From an optimization exercise on the open Yosys and OpenROAD flow, aimed at small area and a short achievable clock period; shortcuts taken in it are not production practice.
In this exercise RTL edits were held to simulation tests only and were not proved equivalent to the original.
No activity file was given, so power comes from the tool's default toggle rates.

$ cat flow/run.sh
#!/bin/bash
# synth_recipe.tcl (not shown) runs the flow's synth.tcl, then flattens the netlist and writes it again
# the make line also repeats each setting of config.mk as NAME=value (left out here)
make -C /OpenROAD-flow-scripts/flow DESIGN_CONFIG=/design/flow/config.mk WORK_HOME=/design/flow/orfs CLKGATE_MAP_FILE= SYNTH_SCRIPT=/design/flow/synth_recipe.tcl finish
$ cat flow/config.mk
export PLATFORM = sky130hd
export DESIGN_NAME = SingleCycleProcessor
export DESIGN_NICKNAME = SingleCycleProcessor
export VERILOG_FILES = /design/flow/design.v
export SDC_FILE = /design/flow/constraint.sdc
export NUM_CORES = 4
export LEC_CHECK = 0
export CAP_MARGIN = 20
export CORE_MARGIN = 2
export CORE_UTILIZATION = 30
export SLEW_MARGIN = 20
$ cat flow/constraint.sdc
create_clock -name core_clock -period 10.0 [get_ports {clk}]
set_input_delay 2.0000 -clock core_clock [delete_from_list [all_inputs] [get_ports {clk}]]
set_output_delay 2.0000 -clock core_clock [all_outputs]
set_load 0.01 [all_outputs]
$ cat flow/design.v
module  SingleCycleProcessor(DBtheRegVal, PC, DBtheReg, Instr, clk, reset);
	output  [31:0]  DBtheRegVal;
	output  [31:0]  PC;
	input   [3:0]   DBtheReg;
	input   [31:0]  Instr;
	input           clk, reset;
	reg     [31:0]  PC;
	wire    [3:0]   Rn = Instr[19:16];
	wire    [3:0]   Rd = Instr[15:12];
	wire    [3:0]   Rm = Instr[3:0];
	wire            CondEx, RegWrite, MemWrite, PCSrc, MemtoReg, Branch, IsStr;
	wire            UseRegB, Sub, FlagNZ, FlagCV;
	wire    [1:0]   LogicOp;
	wire            IsLogic;
	wire    [31:0]  PCPlus4 = {PC[31:2] + 30'd1, PC[1:0]};
	wire    [31:0]  PCPlus8 = {PC[31:2] + 30'd2, PC[1:0]};
	wire    [31:0]  SrcA, RD2, ALUResult, ReadData, ExtImm;
	wire    [3:0]   ALUFlags;
	wire    [31:0]  Result = MemtoReg ? ReadData : ALUResult;
	controlunit u1(.Instr(Instr), .ALUFlags(ALUFlags), .clk(clk),
	               .CondEx(CondEx), .RegWrite(RegWrite), .MemWrite(MemWrite),
	               .PCSrc(PCSrc), .MemtoReg(MemtoReg), .Branch(Branch), .IsStr(IsStr),
	               .UseRegB(UseRegB), .Sub(Sub), .IsLogic(IsLogic), .LogicOp(LogicOp),
	               .FlagNZ(FlagNZ), .FlagCV(FlagCV));
	regfile     u3(.clk(clk), .reset(reset), .Rn(Rn), .UseR15A(Branch),
	               .RB(IsStr ? Rd : Rm), .Rd(Rd), .WE(RegWrite), .WD(Result),
	               .R15(PCPlus8), .DBtheReg(DBtheReg),
	               .RDA(SrcA), .RDB(RD2), .DBtheRegVal(DBtheRegVal));
	extend      u4(.ExtImm(ExtImm), .theData(Instr[23:0]), .ImmSrc(Instr[27:26]));
	alu         u5(.ALUResult(ALUResult), .ALUFlags(ALUFlags), .Sub(Sub),
	               .IsLogic(IsLogic), .LogicOp(LogicOp),
	               .SrcA(SrcA), .SrcB(UseRegB ? RD2 : ExtImm));
	wire    [4:0]   AddrLo = SrcA[4:0] + Instr[4:0];
	dmem        u6(.RD(ReadData), .Addr(AddrLo[4:2]), .WD(RD2), .WE(MemWrite), .clk(clk));
	always @(posedge clk, posedge reset) begin
		if (reset)
			PC <= 32'b0;
		else
			PC <= PCSrc ? Result : PCPlus4;
	end
endmodule
module controlunit(Instr, ALUFlags, clk, CondEx, RegWrite, MemWrite, PCSrc, MemtoReg,
                   Branch, IsStr, UseRegB, Sub, IsLogic, LogicOp, FlagNZ, FlagCV);
	input  [31:0]   Instr;
	input  [3:0]    ALUFlags;
	input           clk;
	output          CondEx, RegWrite, MemWrite, PCSrc, MemtoReg, Branch, IsStr;
	output          UseRegB, Sub, IsLogic, FlagNZ, FlagCV;
	output [1:0]    LogicOp;
	reg             N, Z, C, V;
	reg             CondEx;
	wire   [3:0]    Cond = Instr[31:28];
	wire   [1:0]    Op   = Instr[27:26];
	wire   [3:0]    Cmd  = Instr[24:21];
	wire            S    = Instr[20];
	wire            RdIs15 = &Instr[15:12];
	wire            IsDP  = (Op == 2'b00);
	wire            IsMem = (Op == 2'b01);
	assign          Branch   = (Op == 2'b10);
	assign          MemtoReg = IsMem & S;
	assign          IsStr    = IsMem & ~S;
	assign          UseRegB  = IsDP & ~Instr[25];
	wire            cADD = (Cmd == 4'b0100);
	wire            cSUB = (Cmd == 4'b0010);
	wire            cAND = (Cmd == 4'b0000);
	wire            cORR = (Cmd == 4'b1100);
	wire            cCMP = (Cmd == 4'b1010) & S;
	wire            cEOR = (Cmd == 4'b0001);
	assign          Sub     = IsDP & (cSUB | cCMP);
	assign          IsLogic = IsDP & (cAND | cORR | cEOR);
	assign          LogicOp = {cEOR, cORR};       
	wire            NoWrite = IsDP & cCMP;
	wire            FW1 = IsDP & ((S & (cADD | cSUB | cAND | cORR | cCMP)) | cEOR);
	wire            FW0 = IsDP & ((S & (cADD | cSUB | cCMP)) | cEOR);
	wire            RegW = IsDP | MemtoReg;
	always @(posedge clk) begin
		if (FlagNZ) begin
			N <= ALUFlags[3];
			Z <= ALUFlags[2];
		end
		if (FlagCV) begin
			C <= ALUFlags[1];
			V <= ALUFlags[0];
		end
	end
	always @(*) begin
		case (Cond)
			4'b0000:    CondEx = Z;
			4'b0001:    CondEx = !Z;
			4'b0010:    CondEx = C;
			4'b0011:    CondEx = !C;
			4'b0100:    CondEx = N;
			4'b0101:    CondEx = !N;
			4'b0110:    CondEx = V;
			4'b0111:    CondEx = !V;
			4'b1000:    CondEx = (!Z) && C;
			4'b1001:    CondEx = Z || (!C);
			4'b1010:    CondEx = !(N ^ V);
			4'b1011:    CondEx = N ^ V;
			4'b1100:    CondEx = (!Z) && (!(N ^ V));
			4'b1101:    CondEx = Z || (N ^ V);
			default:    CondEx = 1'b1;
		endcase
	end
	assign  FlagNZ   = FW1 & CondEx;
	assign  FlagCV   = FW0 & CondEx;
	assign  PCSrc    = ((RdIs15 & RegW) | Branch) & CondEx;
	assign  RegWrite = RegW & ~NoWrite & ~RdIs15 & CondEx;
	assign  MemWrite = IsStr & CondEx;
endmodule
module regfile(clk, reset, Rn, UseR15A, RB, Rd, WE, WD, R15, DBtheReg, RDA, RDB, DBtheRegVal);
	input           clk, reset;
	input   [3:0]   Rn, RB, Rd, DBtheReg;
	input           UseR15A, WE;
	input   [31:0]  WD, R15;
	output  [31:0]  RDA, RDB, DBtheRegVal;
	reg     [31:0]  rf [0:14];
	reg     [14:0]  vld;
	wire    [14:0]  wen;
	genvar g;
	generate
		for (g = 0; g < 15; g = g + 1) begin : w
			assign wen[g] = WE & (Rd == g);
			always @(posedge clk)
				if (wen[g])
					rf[g] <= WD;
		end
	endgenerate
	always @(posedge clk, posedge reset) begin
		if (reset)
			vld <= 15'b0;
		else
			vld <= vld | wen;
	end
	reg     [31:0]  a, b, d;
	integer i;
	always @(*) begin
		a = UseR15A || Rn == 4'd15 ? R15 : 32'b0;
		b = RB == 4'd15 ? R15 : 32'b0;
		d = DBtheReg == 4'd15 ? R15 : 32'b0;
		for (i = 0; i < 15; i = i + 1) begin
			a = a | (rf[i] & {32{vld[i] && !UseR15A && Rn == i}});
			b = b | (rf[i] & {32{vld[i] && RB == i}});
			d = d | (rf[i] & {32{vld[i] && DBtheReg == i}});
		end
	end
	assign  RDA = a;
	assign  RDB = b;
	assign  DBtheRegVal = d;
endmodule
module  extend(ExtImm, theData, ImmSrc);
	output  [31:0]  ExtImm;
	input   [23:0]  theData;
	input   [1:0]   ImmSrc;
	reg     [31:0]  ExtImm;
	always  @(*) begin
		case(ImmSrc)
			2'b00:  ExtImm = {24'b0, theData[7:0]};                      
			2'b01:  ExtImm = {20'b0, theData[11:0]};                     
			2'b10:  ExtImm = { {6{theData[23]}}, theData[23:0], 2'b00};  
			default:  ExtImm = 32'b0;
		endcase
	end
endmodule
module alu(ALUResult, ALUFlags, Sub, IsLogic, LogicOp, SrcA, SrcB);
	output  [31:0]  ALUResult;
	output  [3:0]   ALUFlags;
	input           Sub, IsLogic;
	input   [1:0]   LogicOp;
	input   [31:0]  SrcA, SrcB;
	wire    [31:0]  B = SrcB ^ {32{Sub}};
	wire    [33:0]  s = {1'b0, SrcA, 1'b1} + {1'b0, B, Sub};
	wire    [31:0]  Sum = s[32:1];
	wire            Cout = s[33];
	reg     [31:0]  Logic;
	always @(*) begin
		case (LogicOp)
			2'b00:   Logic = SrcA & SrcB;
			2'b01:   Logic = SrcA | SrcB;
			default: Logic = SrcA ^ SrcB;
		endcase
	end
	assign  ALUResult = IsLogic ? Logic : Sum;
	wire    N = ALUResult[31];
	wire    Z = ~|ALUResult;
	wire    C = ~IsLogic & Cout;
	wire    V = ~IsLogic & ((SrcA[31] & B[31] & ~Sum[31]) | (~SrcA[31] & ~B[31] & Sum[31]));
	assign  ALUFlags = {N, Z, C, V};
endmodule
module dmem(RD, Addr, WD, WE, clk);
	output  [31:0]  RD;
	input   [2:0]   Addr;
	input   [31:0]  WD;
	input           WE, clk;
	reg     [31:0]  mem [0:7];
	genvar g;
	generate
		for (g = 0; g < 8; g = g + 1) begin : w
			always @(posedge clk)
				if (WE && Addr == g)
					mem[g] <= WD;
		end
	endgenerate
	reg     [31:0]  r;
	integer i;
	always @(*) begin
		r = 32'b0;
		for (i = 0; i < 8; i = i + 1)
			r = r | (mem[i] & {32{Addr == i}});
	end
	assign  RD = r;
endmodule
==> results.txt <==
==> metal layers <==
| metal | routed length, µm | GRT usage |
|---|---|---|
| met2 | 81300 | 0.393 |
| met5 | 12 | 0 |
| met3 | 28300 | 0.0897 |
| met1 | 70800 | 0.344 |
| met4 | 12800 | 0.134 |
==> cell type report <==
type                       instances  area [µm²]
timing repair buffer             294        2610
clock inverter                    58         717
sequential                       787       23400
inverter                          88         330
fill                           13342       88500
clock buffer                      99        2230
multi-input combinational       2304       17100
tap                             1794        2240
antenna                            9        22.5
==> power by group through the flow <==
stage               registers [mW]  clock network, mW  logic [mW]
floorplan                     4.24                  0        1.59
finish                        4.29               3.35        3.13
detailed placement            4.34                  0        3.02
global placement              4.34                  0        3.00
CTS                           4.27               3.37        3.03
global route                  4.29               3.50        3.28
==> cell families after synthesis <==
kind of cell / count (synthesis) / share of synthesized area
compound gates: 1134 / 0.206
mux: 93 / 0.0335
buf+inv: 352 / 0.0327
fa+ha+maj: 102 / 0.0309
xor+xnor: 119 / 0.0254
flops: 787 / 0.566
simple gates: 856 / 0.105
==> cell usage after synthesis, drive strengths merged (21+ instances only) <==
master	n	area [µm²]
o2111ai	24	210
a21oi	148	744
nand2	250	938
xor2	71	622
or2	21	131
mux4	34	766
o21ai	107	536
a221oi	125	1090
o211ai	26	195
nor2b	24	150
buf	44	198
a22o	109	955
nand4	76	475
xnor2	48	428
clkbuf	220	826
nand3	92	460
nor3	23	120
inv	88	330
edfxtp	740	22200
nor2	178	671
ha	102	1280
and3	69	432
dfrtp	47	1180
mux2	21	236
a222oi	99	991
a22oi	365	2740
mux2i	38	384
==> metrics by stage <==
stage                     area [µm²]  std cells  power (mW)
after CTS                      48600       5423        10.7
after detailed placement       45600       5266        7.36
after global placement         45600       5266        7.34
after global routing           48600       5425        11.1
after floorplan                41400       3443        5.82
final                          48600       5433        10.8
==> path summary, 6_finish.rpt <==
| path | startpoint | end | slack [ns] | depth (start not counted) |
|---|---|---|---|---|
| worst min-delay path | u3.vld[9] | u3.vld[9] | 0.60 | 1 |
| min in group asynchronous | reset | PC[28] | 1.87 | 3 |
| worst min register to register | u3.vld[9] | u3.vld[9] | 0.60 | 1 |
| worst max-delay path | Instr[26] | u1.Z | 0.81 | 24 |
| max in group asynchronous | reset | u3.vld[0] | 7.49 | 3 |
| worst max register to register | PC[3] | u1.Z | 2.34 | 24 |
==> flip-flops by register name, indices dropped and copies added, names as in the netlist <==
name    cells
u1.N        1
u3.vld     15
u3.rf     480
u1.C        1
u1.V        1
u6.mem    256
u1.Z        1
PC         32
==> results.txt <==
Root Driver clkbuf_16; gr ovfl total 0; utilization after layout 0.354; Async S/R FF share, synth 0.0597; register area share after synthesis 0.566; PnR worst setup slack 0.812 ns; Nets 3701; clock share of power 0.311; Worst-Skew Late Latency 0.70 ns; maximum clock rate 109 MHz; largest net degree at the start of global routing 53; Max clock buf depth 3; CTS Buf Count 86; Sequential Power Share 0.398; setup TNS 0 ns; CTS tree yes; Seq cells post-synth 787; 1st-iter DRT viols 8517; synth unique cells 87; Final Hold Vio Count 0; num rows 136; post-synth net total 3583; Worst Hold Class register to register; DRT Pass-1 Iters 13; Die Ht 375 µm; Total GRT Usage 0.265; Die Span X 375 µm; Slew HR 0.176; vias post-DR 36.4k; status timing/DRC/antenna clean; area of the mapped netlist 41400 µm²; Placement Setup Slack 0.496 ns; top_reg_cell synth edfxtp_1; Max stage delay on crit path 0.75 ns; Critical Path, Cell by Cell clkdlybuf4s50_1 > or3b_1 > mux2i_1 > and2b_1 > buf_12 > a221oi_1 > nand4_1 > a22oi_1 > xor2_1 > ha_1 > a21oi_1 > o21ai_0 > a31o_2 > a221oi_1 > a31oi_1 > o21ai_0 > nand2b_1 > xnor2_1 > o21ai_0 > buf_4 > a211oi_1 > nand4_1 > or4b_1 > nor3_2; Top delay family on crit path simple AND/OR/NAND/NOR gates; Peak VDD IR 0.119 mV; setup bufs post-CTS 0; kind of start point of the critical path input pin; Worst Path Buf+Inv 3; crit end category register; crit share post-route 0.919; cell internal pwr 7.02 mW; RSZ-0062 raised after global routing false; Vias/cell 6.70; final wirelength 193000 µm; clock-pin slew on the worst setup and hold paths 0.06 ns; commonest non-fill, non-tap cell in the layout edfxtp_1; hold buffer count at cts 0; Setup Skew 0.0480 ns; dpl hpwl 124000 µm; cell repeated most along the worst path o21ai_0; Gates resized, CTS repair 0; core area 137000 µm²; CP arrival 9.70 ns; Pins Over Slew Limit 0; P_leak 16.4 nW; Slowest-stage cell, CP or3b_1; Ys Warns 8; Fin Hold WS 0.605 ns; die area 141000 µm²; sw frac 0.349; number of global-route vias before repair 34.3k; Tmin final 9.19 ns; share of cells above drive strength 1 0.137; P&R area growth vs syn 17.6%; # H-tree levels 3; count of clock tree sinks 787; WL/cell 35.5 µm; first-pass GRT wire length 267000 µm; Power Dens Cells 222 nW/µm²; EDFF count, synth 740; NetSw 3.75 mW; DR DRC count 0; commonest non-fill, non-tap cells in the layout 740 x edfxtp_1, 365 x a22oi_1, 250 x nand2_1; starting density of the core 0.302; synthesized instance count 3443; Worst Path Class, Setup input pin to register; initial antenna violation count 9; Routability Congestion 0.993; Worst Tran Pin Value 1.22 ns; max_cap viols 0; port buffer count 101; Antenna Nets Post-Route 0; crit-path max FO 18; Setup violations, final 0; Synth Area per Inst 12.0 µm²; Logic pwr share 0.291; Critical Path RT 10.51 ns; io pins 102

==> afterwards: timing with drivers on the ports <==
Ports are ideal in the flow. The routed layout listed here was re-timed in OpenROAD. Step 1: set_driving_cell puts a clkbuf_16 on clk and a buf_2 on each other input, an assumption about the parent block. Step 2 moves the port delays by t, midway between the first and last clock arrival at a register: inputs arrive t later, outputs are due t later. That takes back most of the time a late clock gives input paths. Slacks: ideal / step 1 / step 2; pairs: ideal / step 1.
t, ns: 0.760
slack for setup (ns): 0.812 / 0.866 / 0.105
clock arrival spread, ns: 0.049 / 0.049
After both steps this run still meets setup and hold. The setup slack of this run moves by +0.054 ns with the drivers and by -0.707 ns with both steps.
